What follows belongs to an exercise in optimizing a design on an open flow for small area, a short achievable clock period and few clock cycles per item; a production flow would make more cautious choices.
At most, simulation tests tie the RTL to the original design; equivalence was not proved.

==> run a: inputs <==
==> flow/design.v (excerpt) <==
module kitten_fabric_tile #(
    parameter N_PRE       = 4096,
    parameter N_POST      = 4096,
    parameter ADDRW_PRE   = 13,
    parameter ADDRW_CSR   = 18,
    parameter ADDRW_POST  = 12,
    parameter PACK_WIDTH  = 8,
    parameter BRAM_DELAY  = 1
) (
    input  wire                  clk,
    input  wire                  rst,
    input  wire                  i_step_start,
    input  wire                  i_proj_done,
    output wire                  o_step_done,
    input  wire                  i_pre_spike_valid,
    input  wire [15:0]           i_pre_spike_idx,
    input  wire                  i_pre_spike,
    output wire                  o_pre_spike_ready,
    output wire                  o_post_spike_valid,
    output wire [PACK_WIDTH-1:0] o_post_spike_data,
    input  wire                  i_post_spike_ready,
    output wire [ADDRW_PRE-1:0]  o_indptr_addr,
    input  wire [31:0]           i_indptr_data,
    output wire [ADDRW_CSR-1:0]  o_indices_addr,
    input  wire [31:0]           i_indices_data,
    output wire [ADDRW_CSR-1:0]  o_values_addr,
    input  wire [15:0]           i_values_q_data,
    input  wire [15:0]           i_scale_q,
    output wire [ADDRW_POST-1:0] o_I_addr,
    output wire                  o_I_we,
    output wire [31:0]           o_I_din,
    input  wire [31:0]           i_I_dout,
    output wire [ADDRW_POST-1:0] o_v_addr,
    output wire                  o_v_we,
    output wire [31:0]           o_v_din,
    input  wire [31:0]           i_v_dout,
    input  wire [15:0]           i_alpha,
    input  wire [15:0]           i_v_th
);
Settings: LEC_CHECK=0, CAP_MARGIN=40, CORE_MARGIN=2, CORE_UTILIZATION=55, CTS_CLUSTER_DIAMETER=70, CTS_CLUSTER_SIZE=26, SLEW_MARGIN=60; clock period 14.0 ns.
standard.sh (not shown) runs the stock make flow with config.mk's settings and CLKGATE_MAP_FILE= SYNTH_SCRIPT=/design/flow/synth_recipe.tcl, a recipe that flattens the netlist after the stock synthesis.
==> flow/flow/run.sh <==
#!/bin/bash
# Standard layout with plain buffers on the ports; timing repair aims
# SETUP_MARGIN ns beyond the clock period.
set -o pipefail
export BUFFER_PORTS_ARGS="-buffer_cell sky130_fd_sc_hd__buf_1"
bash standard.sh SETUP_SLACK_MARGIN=9.5 finish 2>&1 | tee standard_flow.log
==> inputs of run b, as changes to run a <==
--- a/flow/design.v
+++ b/flow/design.v
@@ -335,13 +335,13 @@
     assign o_indices_addr     = k[17:0];
     assign o_values_addr      = k[17:0];
     assign o_I_addr           = AD;
     assign o_v_addr           = AD;
     assign o_I_we             = I_we;
     assign o_v_we             = v_we;
-    assign o_I_din            = izero ? 32'd0 : D;
+    assign o_I_din            = izero ? 32'd0 : acc;    
     assign o_v_din            = D;
     wire [18:0] k1       = k + 19'd1;
     wire        hasr     = (k != kend);
     wire        lastr    = (k1 == kend);
     wire        issue    = !ph && ((fe == F_P1) || ((fe == F_IT) && hasr));
     wire        kill     = (fe == F_IT) && ph && sp && !hasr;
@@ -488,15 +488,15 @@
         if (pop) B <= phd ? {1'b0, i_v_dout[15:0]} : {vh[15], vh};
         else     B <= {1'b0, i_scale_q};
         vh <= i_v_dout[31:16];
         S  <= s_n;
         c14 <= c14_t[14];
         C  <= c_n;
-        if (pop ? phd : !phd) rd <= fwd ? D : i_I_dout;
+        if (pop ? phd : !phd) rd <= fwd ? acc : i_I_dout;
         acc <= sum;
-        if (phd) D <= pop ? vnew : sum;
+        if (phd) D <= vnew;
         if (pop) begin
             if (ph) begin
                 AD <= k[11:0];
             end else begin
                 AD <= aw;
                 if (sv[3]) aw <= aw + 12'd1;
==> flow/flow/run.sh (replaced) <==
#!/bin/bash
# Standard layout with plain buffers on the ports; timing repair aims
# SETUP_MARGIN ns beyond the clock period.
set -o pipefail
export BUFFER_PORTS_ARGS="-buffer_cell sky130_fd_sc_hd__buf_1"
bash standard.sh SETUP_SLACK_MARGIN=9.8 finish 2>&1 | tee standard_flow.log
CAP_MARGIN = 20   (was 40)
CTS_CLUSTER_DIAMETER = 100   (was 70)
CTS_CLUSTER_SIZE = 22   (was 26)
SLEW_MARGIN = 20   (was 60)
==> inputs of run c, as changes to run a <==
--- a/flow/design.v
+++ b/flow/design.v
@@ -292,64 +292,65 @@
     output wire                  o_v_we,
     output wire [31:0]           o_v_din,
     input  wire [31:0]           i_v_dout,
     input  wire [15:0]           i_alpha,
     input  wire [15:0]           i_v_th
 );
+    localparam [1:0] T_IDLE = 2'd0;
+    localparam [1:0] T_PROJ = 2'd1;
+    localparam [1:0] T_POP  = 2'd2;
+    localparam [1:0] T_DONE = 2'd3;
     localparam [1:0] F_IDLE = 2'd0;    
     localparam [1:0] F_P0   = 2'd1;    
     localparam [1:0] F_P1   = 2'd2;    
     localparam [1:0] F_IT   = 2'd3;    
-    reg         proj, pop, done;    
+    reg  [1:0]  st;
     reg  [1:0]  fe;
     reg         ph;
     reg         rdy;
     reg  [12:0] pa;          
     reg  [18:0] k;           
     reg  [18:0] kend;        
-    reg         sp;          
-    reg         izero;       
     reg  [2:0]  ev;          
     reg  [3:0]  sv;          
     reg  [7:0]  NEG, ONE, TWO;    
     reg  [16:0] B;           
     reg  [15:0] vh;
     reg  [32:0] S, C;        
-    reg         c14;         
-    reg         phm, phs, phc, phd, phe;    
+    reg         phm, phd;    
     reg  [31:0] rd;          
     reg  [31:0] acc;
     reg  [31:0] D;           
     reg  [11:0] AD;          
     reg  [11:0] aw;          
     reg         I_we, v_we;
     reg  [8:0]  pk;          
     reg  [7:0]  ow;
     reg         owv;
     reg         pdv;         
-    wire idle = !(proj || pop || done);
-    assign o_step_done        = done;
+    wire pop  = (st == T_POP);
+    wire proj = (st == T_PROJ);
+    assign o_step_done        = (st == T_DONE);
     assign o_pre_spike_ready  = rdy;
     assign o_post_spike_valid = owv;
     assign o_post_spike_data  = ow;
     assign o_indptr_addr      = pa;
     assign o_indices_addr     = k[17:0];
     assign o_values_addr      = k[17:0];
     assign o_I_addr           = AD;
     assign o_v_addr           = AD;
     assign o_I_we             = I_we;
     assign o_v_we             = v_we;
-    assign o_I_din            = izero ? 32'd0 : D;
+    assign o_I_din            = D & {32{proj}};
     assign o_v_din            = D;
     wire [18:0] k1       = k + 19'd1;
-    wire        hasr     = (k != kend);
-    wire        lastr    = (k1 == kend);
-    wire        issue    = !ph && ((fe == F_P1) || ((fe == F_IT) && hasr));
-    wire        kill     = (fe == F_IT) && ph && sp && !hasr;
+    wire        has      = (k != i_indptr_data[18:0]);           
+    wire        last     = (fe == F_P1) ? (k1 == i_indptr_data[18:0]) : (k1 == kend);
+    wire        issue    = ((fe == F_P1) && has && !ph) || ((fe == F_IT) && !ph);
     wire        acc_ev   = i_pre_spike_valid && rdy &&
-                           (proj || (idle && i_step_start));
+                           (proj || ((st == T_IDLE) && i_step_start));
     wire        proj_idle = (fe == F_IDLE) && !(|ev) && !I_we;
     wire        go_pop    = proj && proj_idle && pdv;
     wire [32:0] s_n, c_n;
     booth_csa u_mul (.NEG(NEG), .ONE(ONE), .TWO(TWO), .B(B), .S(s_n), .C(c_n));
     wire [15:0] a_in = pop ? i_alpha : i_values_q_data;
     wire [16:0] a_x  = {a_in, 1'b0};
@@ -360,83 +361,74 @@
             neg_n[q] = a_x[2*q+2] & ~(a_x[2*q+1] & a_x[2*q]);
             one_n[q] = a_x[2*q+1] ^ a_x[2*q];
             two_n[q] = (a_x[2*q+2] & ~a_x[2*q+1] & ~a_x[2*q]) |
                        (~a_x[2*q+2] & a_x[2*q+1] & a_x[2*q]);
         end
     end
-    wire [14:0] c14_t = {1'b0, s_n[13:0]} + {1'b0, c_n[13:0]};
-    wire [31:0] ys    = phs ? {13'd0, S[32:14]} : {S[29:0], 2'b00};
-    wire [31:0] yc    = phc ? {13'd0, C[32:14]} : {C[29:0], 2'b00};
+    wire [14:0] c14_t = {1'b0, S[13:0]} + {1'b0, C[13:0]};
+    wire [31:0] ys    = phm ? {13'd0, S[32:14]} : {S[29:0], 2'b00};
+    wire [31:0] yc    = phm ? {13'd0, C[32:14]} : {C[29:0], 2'b00};
     wire [31:0] kc    = phm ? (32'd0 - 32'd174760) : (32'd0 - (32'd21845 << 19));
     wire [31:0] xo    = phm ? rd : acc;
-    wire [31:0] sum   = xo + kc + ys + yc + {31'd0, phm & c14};
+    wire [31:0] sum   = xo + kc + ys + yc + {31'd0, phm & c14_t[14]};
     wire [31:0] th    = {{16{kend[15]}}, kend[15:0]};
     wire [32:0] dif33 = {acc[31], acc} - {th[31], th};
     wire [31:0] dif   = dif33[31:0];
     wire        spk   = !dif33[32];
     wire [31:0] vnew  = spk ? dif : acc;
     wire        fwd   = !pop && I_we && (AD == aw);
     wire        rd_issue = !k[12] && !((k[2:0] == 3'd7) && owv);
     always @(posedge clk or posedge rst) begin
         if (rst) begin
-            proj <= 1'b0;
-            pop  <= 1'b0;
-            done <= 1'b0;
+            st   <= T_IDLE;
             fe   <= F_IDLE;
             ph   <= 1'b0;
             phm  <= 1'b0;
-            phs  <= 1'b0;
-            phc  <= 1'b0;
             phd  <= 1'b0;
-            phe  <= 1'b0;
             rdy  <= 1'b1;
-            sp   <= 1'b0;
-            izero <= 1'b0;
             ev   <= 3'd0;
             sv   <= 4'd0;
             I_we <= 1'b0;
             v_we <= 1'b0;
             owv  <= 1'b0;
             pdv  <= 1'b0;
         end else begin
             pdv <= i_proj_done && !i_pre_spike_valid;
             ph  <= !ph;
             phm <= !phm;
-            phs <= !phs;
-            phc <= !phc;
             phd <= !phd;
-            phe <= !phe;
-            ev <= {ev[1], ev[0] && !kill, issue};
-            if (idle && i_step_start) proj <= 1'b1;
-            if (go_pop) begin
-                proj <= 1'b0;
-                pop  <= 1'b1;
-            end
-            if (pop && k[12] && !(|sv) && !v_we && !owv) begin
-                pop  <= 1'b0;
-                done <= 1'b1;
-            end
-            if (done && !i_step_start) done <= 1'b0;
-            izero <= pop || go_pop;
+            ev <= {ev[1:0], issue};
+            case (st)
+                T_IDLE: if (i_step_start) st <= T_PROJ;
+                T_PROJ: if (go_pop) st <= T_POP;
+                T_POP:  if (k[12] && !(|sv) && !v_we && !owv) st <= T_DONE;
+                T_DONE: if (!i_step_start) st <= T_IDLE;
+            endcase
             case (fe)
                 F_P0: fe <= F_P1;
                 F_P1: begin
-                    fe <= F_IT;
-                    sp <= !ph;
+                    if (!has) begin
+                        fe  <= F_IDLE;
+                        rdy <= 1'b1;
+                    end else if (!ph) begin
+                        if (last) begin
+                            fe  <= F_IDLE;
+                            rdy <= 1'b1;
+                        end else begin
+                            fe <= F_IT;
+                        end
+                    end else begin
+                        fe <= F_IT;
+                        if (last) rdy <= 1'b1;
+                    end
                 end
                 F_IT: begin
                     if (!ph) begin
                         if (rdy) fe <= F_IDLE;
                     end else begin
-                        sp <= 1'b0;
-                        if (!hasr || (sp && lastr)) begin
-                            fe  <= F_IDLE;
-                            rdy <= 1'b1;
-                        end else if (lastr && !sp) begin
-                            rdy <= 1'b1;
-                        end
+                        if (last) rdy <= 1'b1;
                     end
                 end
                 default: ;
             endcase
             if (acc_ev) begin
                 if (i_pre_spike) begin
@@ -464,35 +456,34 @@
                 sv   <= 4'd0;
             end
             if (owv && i_post_spike_ready) owv <= 1'b0;
         end
     end
     always @(posedge clk) begin
-        pa <= (fe == F_P0) ? pa + 13'd1 : i_pre_spike_idx[12:0];
+        pa <= rdy ? i_pre_spike_idx[12:0] : pa + 13'd1;
         if (go_pop)
             k <= 19'd0;
         else if (pop) begin
             if (ph && rd_issue) k <= k1;
         end else if (fe == F_P0)
             k <= i_indptr_data[18:0];
-        else if ((fe == F_IT) && (ph ? (sp && hasr) : hasr))
+        else if (fe[1] && !ph)
             k <= k1;
         if (pop)
             kend <= {3'd0, i_v_th};
         else if (fe == F_P1)
             kend <= i_indptr_data[18:0];
-        if (!phe) begin
+        if (!phd) begin
             NEG <= neg_n;
             ONE <= one_n;
             TWO <= two_n;
         end
         if (pop) B <= phd ? {1'b0, i_v_dout[15:0]} : {vh[15], vh};
         else     B <= {1'b0, i_scale_q};
         vh <= i_v_dout[31:16];
         S  <= s_n;
-        c14 <= c14_t[14];
         C  <= c_n;
         if (pop ? phd : !phd) rd <= fwd ? D : i_I_dout;
         acc <= sum;
         if (phd) D <= pop ? vnew : sum;
         if (pop) begin
             if (ph) begin
==> flow/flow/run.sh (replaced) <==
#!/bin/bash
# Standard layout, with plain buffers on the ports.
set -o pipefail
cp standard.sh standard_copy.log
export BUFFER_PORTS_ARGS="-buffer_cell sky130_fd_sc_hd__buf_2"
bash standard.sh 2>&1 | tee standard_flow.log
CORE_UTILIZATION = 40   (was 55)
CTS_CLUSTER_DIAMETER = unset   (was 70)
CTS_CLUSTER_SIZE = unset   (was 26)
==> inputs of run d, as changes to run a <==
--- a/flow/design.v
+++ b/flow/design.v
@@ -292,64 +292,65 @@
     output wire                  o_v_we,
     output wire [31:0]           o_v_din,
     input  wire [31:0]           i_v_dout,
     input  wire [15:0]           i_alpha,
     input  wire [15:0]           i_v_th
 );
+    localparam [1:0] T_IDLE = 2'd0;
+    localparam [1:0] T_PROJ = 2'd1;
+    localparam [1:0] T_POP  = 2'd2;
+    localparam [1:0] T_DONE = 2'd3;
     localparam [1:0] F_IDLE = 2'd0;    
     localparam [1:0] F_P0   = 2'd1;    
     localparam [1:0] F_P1   = 2'd2;    
     localparam [1:0] F_IT   = 2'd3;    
-    reg         proj, pop, done;    
+    reg  [1:0]  st;
     reg  [1:0]  fe;
     reg         ph;
     reg         rdy;
     reg  [12:0] pa;          
     reg  [18:0] k;           
     reg  [18:0] kend;        
-    reg         sp;          
-    reg         izero;       
     reg  [2:0]  ev;          
     reg  [3:0]  sv;          
     reg  [7:0]  NEG, ONE, TWO;    
     reg  [16:0] B;           
     reg  [15:0] vh;
     reg  [32:0] S, C;        
-    reg         c14;         
-    reg         phm, phs, phc, phd, phe;    
+    reg         phm, phd;    
     reg  [31:0] rd;          
     reg  [31:0] acc;
     reg  [31:0] D;           
     reg  [11:0] AD;          
     reg  [11:0] aw;          
     reg         I_we, v_we;
     reg  [8:0]  pk;          
     reg  [7:0]  ow;
     reg         owv;
     reg         pdv;         
-    wire idle = !(proj || pop || done);
-    assign o_step_done        = done;
+    wire pop  = (st == T_POP);
+    wire proj = (st == T_PROJ);
+    assign o_step_done        = (st == T_DONE);
     assign o_pre_spike_ready  = rdy;
     assign o_post_spike_valid = owv;
     assign o_post_spike_data  = ow;
     assign o_indptr_addr      = pa;
     assign o_indices_addr     = k[17:0];
     assign o_values_addr      = k[17:0];
     assign o_I_addr           = AD;
     assign o_v_addr           = AD;
     assign o_I_we             = I_we;
     assign o_v_we             = v_we;
-    assign o_I_din            = izero ? 32'd0 : D;
+    assign o_I_din            = D & {32{proj}};
     assign o_v_din            = D;
     wire [18:0] k1       = k + 19'd1;
-    wire        hasr     = (k != kend);
-    wire        lastr    = (k1 == kend);
-    wire        issue    = !ph && ((fe == F_P1) || ((fe == F_IT) && hasr));
-    wire        kill     = (fe == F_IT) && ph && sp && !hasr;
+    wire        has      = (k != i_indptr_data[18:0]);           
+    wire        last     = (fe == F_P1) ? (k1 == i_indptr_data[18:0]) : (k1 == kend);
+    wire        issue    = ((fe == F_P1) && has && !ph) || ((fe == F_IT) && !ph);
     wire        acc_ev   = i_pre_spike_valid && rdy &&
-                           (proj || (idle && i_step_start));
+                           (proj || ((st == T_IDLE) && i_step_start));
     wire        proj_idle = (fe == F_IDLE) && !(|ev) && !I_we;
     wire        go_pop    = proj && proj_idle && pdv;
     wire [32:0] s_n, c_n;
     booth_csa u_mul (.NEG(NEG), .ONE(ONE), .TWO(TWO), .B(B), .S(s_n), .C(c_n));
     wire [15:0] a_in = pop ? i_alpha : i_values_q_data;
     wire [16:0] a_x  = {a_in, 1'b0};
@@ -360,83 +361,74 @@
             neg_n[q] = a_x[2*q+2] & ~(a_x[2*q+1] & a_x[2*q]);
             one_n[q] = a_x[2*q+1] ^ a_x[2*q];
             two_n[q] = (a_x[2*q+2] & ~a_x[2*q+1] & ~a_x[2*q]) |
                        (~a_x[2*q+2] & a_x[2*q+1] & a_x[2*q]);
         end
     end
-    wire [14:0] c14_t = {1'b0, s_n[13:0]} + {1'b0, c_n[13:0]};
-    wire [31:0] ys    = phs ? {13'd0, S[32:14]} : {S[29:0], 2'b00};
-    wire [31:0] yc    = phc ? {13'd0, C[32:14]} : {C[29:0], 2'b00};
+    wire [14:0] c14_t = {1'b0, S[13:0]} + {1'b0, C[13:0]};
+    wire [31:0] ys    = phm ? {13'd0, S[32:14]} : {S[29:0], 2'b00};
+    wire [31:0] yc    = phm ? {13'd0, C[32:14]} : {C[29:0], 2'b00};
     wire [31:0] kc    = phm ? (32'd0 - 32'd174760) : (32'd0 - (32'd21845 << 19));
     wire [31:0] xo    = phm ? rd : acc;
-    wire [31:0] sum   = xo + kc + ys + yc + {31'd0, phm & c14};
+    wire [31:0] sum   = xo + kc + ys + yc + {31'd0, phm & c14_t[14]};
     wire [31:0] th    = {{16{kend[15]}}, kend[15:0]};
     wire [32:0] dif33 = {acc[31], acc} - {th[31], th};
     wire [31:0] dif   = dif33[31:0];
     wire        spk   = !dif33[32];
     wire [31:0] vnew  = spk ? dif : acc;
     wire        fwd   = !pop && I_we && (AD == aw);
     wire        rd_issue = !k[12] && !((k[2:0] == 3'd7) && owv);
     always @(posedge clk or posedge rst) begin
         if (rst) begin
-            proj <= 1'b0;
-            pop  <= 1'b0;
-            done <= 1'b0;
+            st   <= T_IDLE;
             fe   <= F_IDLE;
             ph   <= 1'b0;
             phm  <= 1'b0;
-            phs  <= 1'b0;
-            phc  <= 1'b0;
             phd  <= 1'b0;
-            phe  <= 1'b0;
             rdy  <= 1'b1;
-            sp   <= 1'b0;
-            izero <= 1'b0;
             ev   <= 3'd0;
             sv   <= 4'd0;
             I_we <= 1'b0;
             v_we <= 1'b0;
             owv  <= 1'b0;
             pdv  <= 1'b0;
         end else begin
             pdv <= i_proj_done && !i_pre_spike_valid;
             ph  <= !ph;
             phm <= !phm;
-            phs <= !phs;
-            phc <= !phc;
             phd <= !phd;
-            phe <= !phe;
-            ev <= {ev[1], ev[0] && !kill, issue};
-            if (idle && i_step_start) proj <= 1'b1;
-            if (go_pop) begin
-                proj <= 1'b0;
-                pop  <= 1'b1;
-            end
-            if (pop && k[12] && !(|sv) && !v_we && !owv) begin
-                pop  <= 1'b0;
-                done <= 1'b1;
-            end
-            if (done && !i_step_start) done <= 1'b0;
-            izero <= pop || go_pop;
+            ev <= {ev[1:0], issue};
+            case (st)
+                T_IDLE: if (i_step_start) st <= T_PROJ;
+                T_PROJ: if (go_pop) st <= T_POP;
+                T_POP:  if (k[12] && !(|sv) && !v_we && !owv) st <= T_DONE;
+                T_DONE: if (!i_step_start) st <= T_IDLE;
+            endcase
             case (fe)
                 F_P0: fe <= F_P1;
                 F_P1: begin
-                    fe <= F_IT;
-                    sp <= !ph;
+                    if (!has) begin
+                        fe  <= F_IDLE;
+                        rdy <= 1'b1;
+                    end else if (!ph) begin
+                        if (last) begin
+                            fe  <= F_IDLE;
+                            rdy <= 1'b1;
+                        end else begin
+                            fe <= F_IT;
+                        end
+                    end else begin
+                        fe <= F_IT;
+                        if (last) rdy <= 1'b1;
+                    end
                 end
                 F_IT: begin
                     if (!ph) begin
                         if (rdy) fe <= F_IDLE;
                     end else begin
-                        sp <= 1'b0;
-                        if (!hasr || (sp && lastr)) begin
-                            fe  <= F_IDLE;
-                            rdy <= 1'b1;
-                        end else if (lastr && !sp) begin
-                            rdy <= 1'b1;
-                        end
+                        if (last) rdy <= 1'b1;
                     end
                 end
                 default: ;
             endcase
             if (acc_ev) begin
                 if (i_pre_spike) begin
@@ -464,35 +456,34 @@
                 sv   <= 4'd0;
             end
             if (owv && i_post_spike_ready) owv <= 1'b0;
         end
     end
     always @(posedge clk) begin
-        pa <= (fe == F_P0) ? pa + 13'd1 : i_pre_spike_idx[12:0];
+        pa <= rdy ? i_pre_spike_idx[12:0] : pa + 13'd1;
         if (go_pop)
             k <= 19'd0;
         else if (pop) begin
             if (ph && rd_issue) k <= k1;
         end else if (fe == F_P0)
             k <= i_indptr_data[18:0];
-        else if ((fe == F_IT) && (ph ? (sp && hasr) : hasr))
+        else if (fe[1] && !ph)
             k <= k1;
         if (pop)
             kend <= {3'd0, i_v_th};
         else if (fe == F_P1)
             kend <= i_indptr_data[18:0];
-        if (!phe) begin
+        if (!phd) begin
             NEG <= neg_n;
             ONE <= one_n;
             TWO <= two_n;
         end
         if (pop) B <= phd ? {1'b0, i_v_dout[15:0]} : {vh[15], vh};
         else     B <= {1'b0, i_scale_q};
         vh <= i_v_dout[31:16];
         S  <= s_n;
-        c14 <= c14_t[14];
         C  <= c_n;
         if (pop ? phd : !phd) rd <= fwd ? D : i_I_dout;
         acc <= sum;
         if (phd) D <= pop ? vnew : sum;
         if (pop) begin
             if (ph) begin
==> flow/flow/run.sh (replaced) <==
#!/bin/bash
# Standard layout with plain buffers on the ports; timing repair aims
# SETUP_MARGIN ns beyond the clock period.
set -o pipefail
export BUFFER_PORTS_ARGS="-buffer_cell sky130_fd_sc_hd__buf_1"
bash standard.sh SETUP_SLACK_MARGIN=10.5 finish 2>&1 | tee standard_flow.log
CORE_UTILIZATION = 40   (was 55)
CTS_CLUSTER_DIAMETER = unset   (was 70)
CTS_CLUSTER_SIZE = unset   (was 26)
==> metrics.csv <==
stage,metric,value,unit
synthesis,post-synth top area share,15.4,%
run_status,status,no timing/DRC/antenna violations,
cells_and_area,Layout Cell Area excl Fill,27700,um2
worst_hold_path,HP Start,ev[1],
route,metal3 WL,3.70,mm
That was run c.
==> metrics.csv <==
stage,metric,value,unit
run_status,status,no timing/DRC/antenna violations,
worst_hold_path,HP Start,ev[1],
cells_and_area,Layout Cell Area excl Fill,27000,um2
synthesis,post-synth top area share,15.6,%
That was run b.
==> metrics.csv <==
stage,metric,value,unit
run_status,status,no timing/DRC/antenna violations,
synthesis,post-synth top area share,15.4,%
worst_hold_path,HP Start,ev[1],
route,metal3 WL,3.91,mm
That was run a.
==> metrics.csv <==
stage,metric,value,unit
route,metal3 WL,4.48,mm
synthesis,post-synth top area share,15.4,%
worst_hold_path,HP Start,ev[0],
cells_and_area,Layout Cell Area excl Fill,30800,um2
grt,met1 GRT Util,30.8,%
run_status,status,no timing/DRC/antenna violations,
That was run d.
Testbench counts of run b, summed over its fixed seeds: cycles 332,068, steps 24.
Testbench counts of run c, summed over its fixed seeds: cycles 330,670, steps 24.
Testbench counts of run d, summed over its fixed seeds: cycles 330,670, steps 24.
For run a, only the layout was checked, not whether the RTL still works.

==> port drivers added, routing unchanged <==
In the flow no input, the clock included, has a driving cell. The finished layouts below were timed again as built, in two steps. Step 1, drivers: a clkbuf_16 drives clk and a buf_2 each remaining input, both assumed. Step 2, shift: input delay + t, output delay - t, t = (earliest + latest rising clock arrival at the registers) / 2. This alone moves slack from input paths to output paths. Slacks: no drivers / after step 1 / after step 2; pairs: no drivers / after step 1.
run | t (ns) | setup slack, ns | cell pins on the clock port's net
run a | 0.633 | 9.582 / 9.523 / 9.614 | 1
run b | 0.589 | 9.634 / 9.576 / 9.904 | 1
run c | 0.609 | 8.552 / 8.552 / 8.552 | 1
run d | 0.609 | 9.385 / 9.362 / 9.198 | 1
After both steps setup and hold are still met in every run listed. The setup slack of run d, which loses most, moves by -0.023 ns with the drivers and by -0.187 ns with both steps.
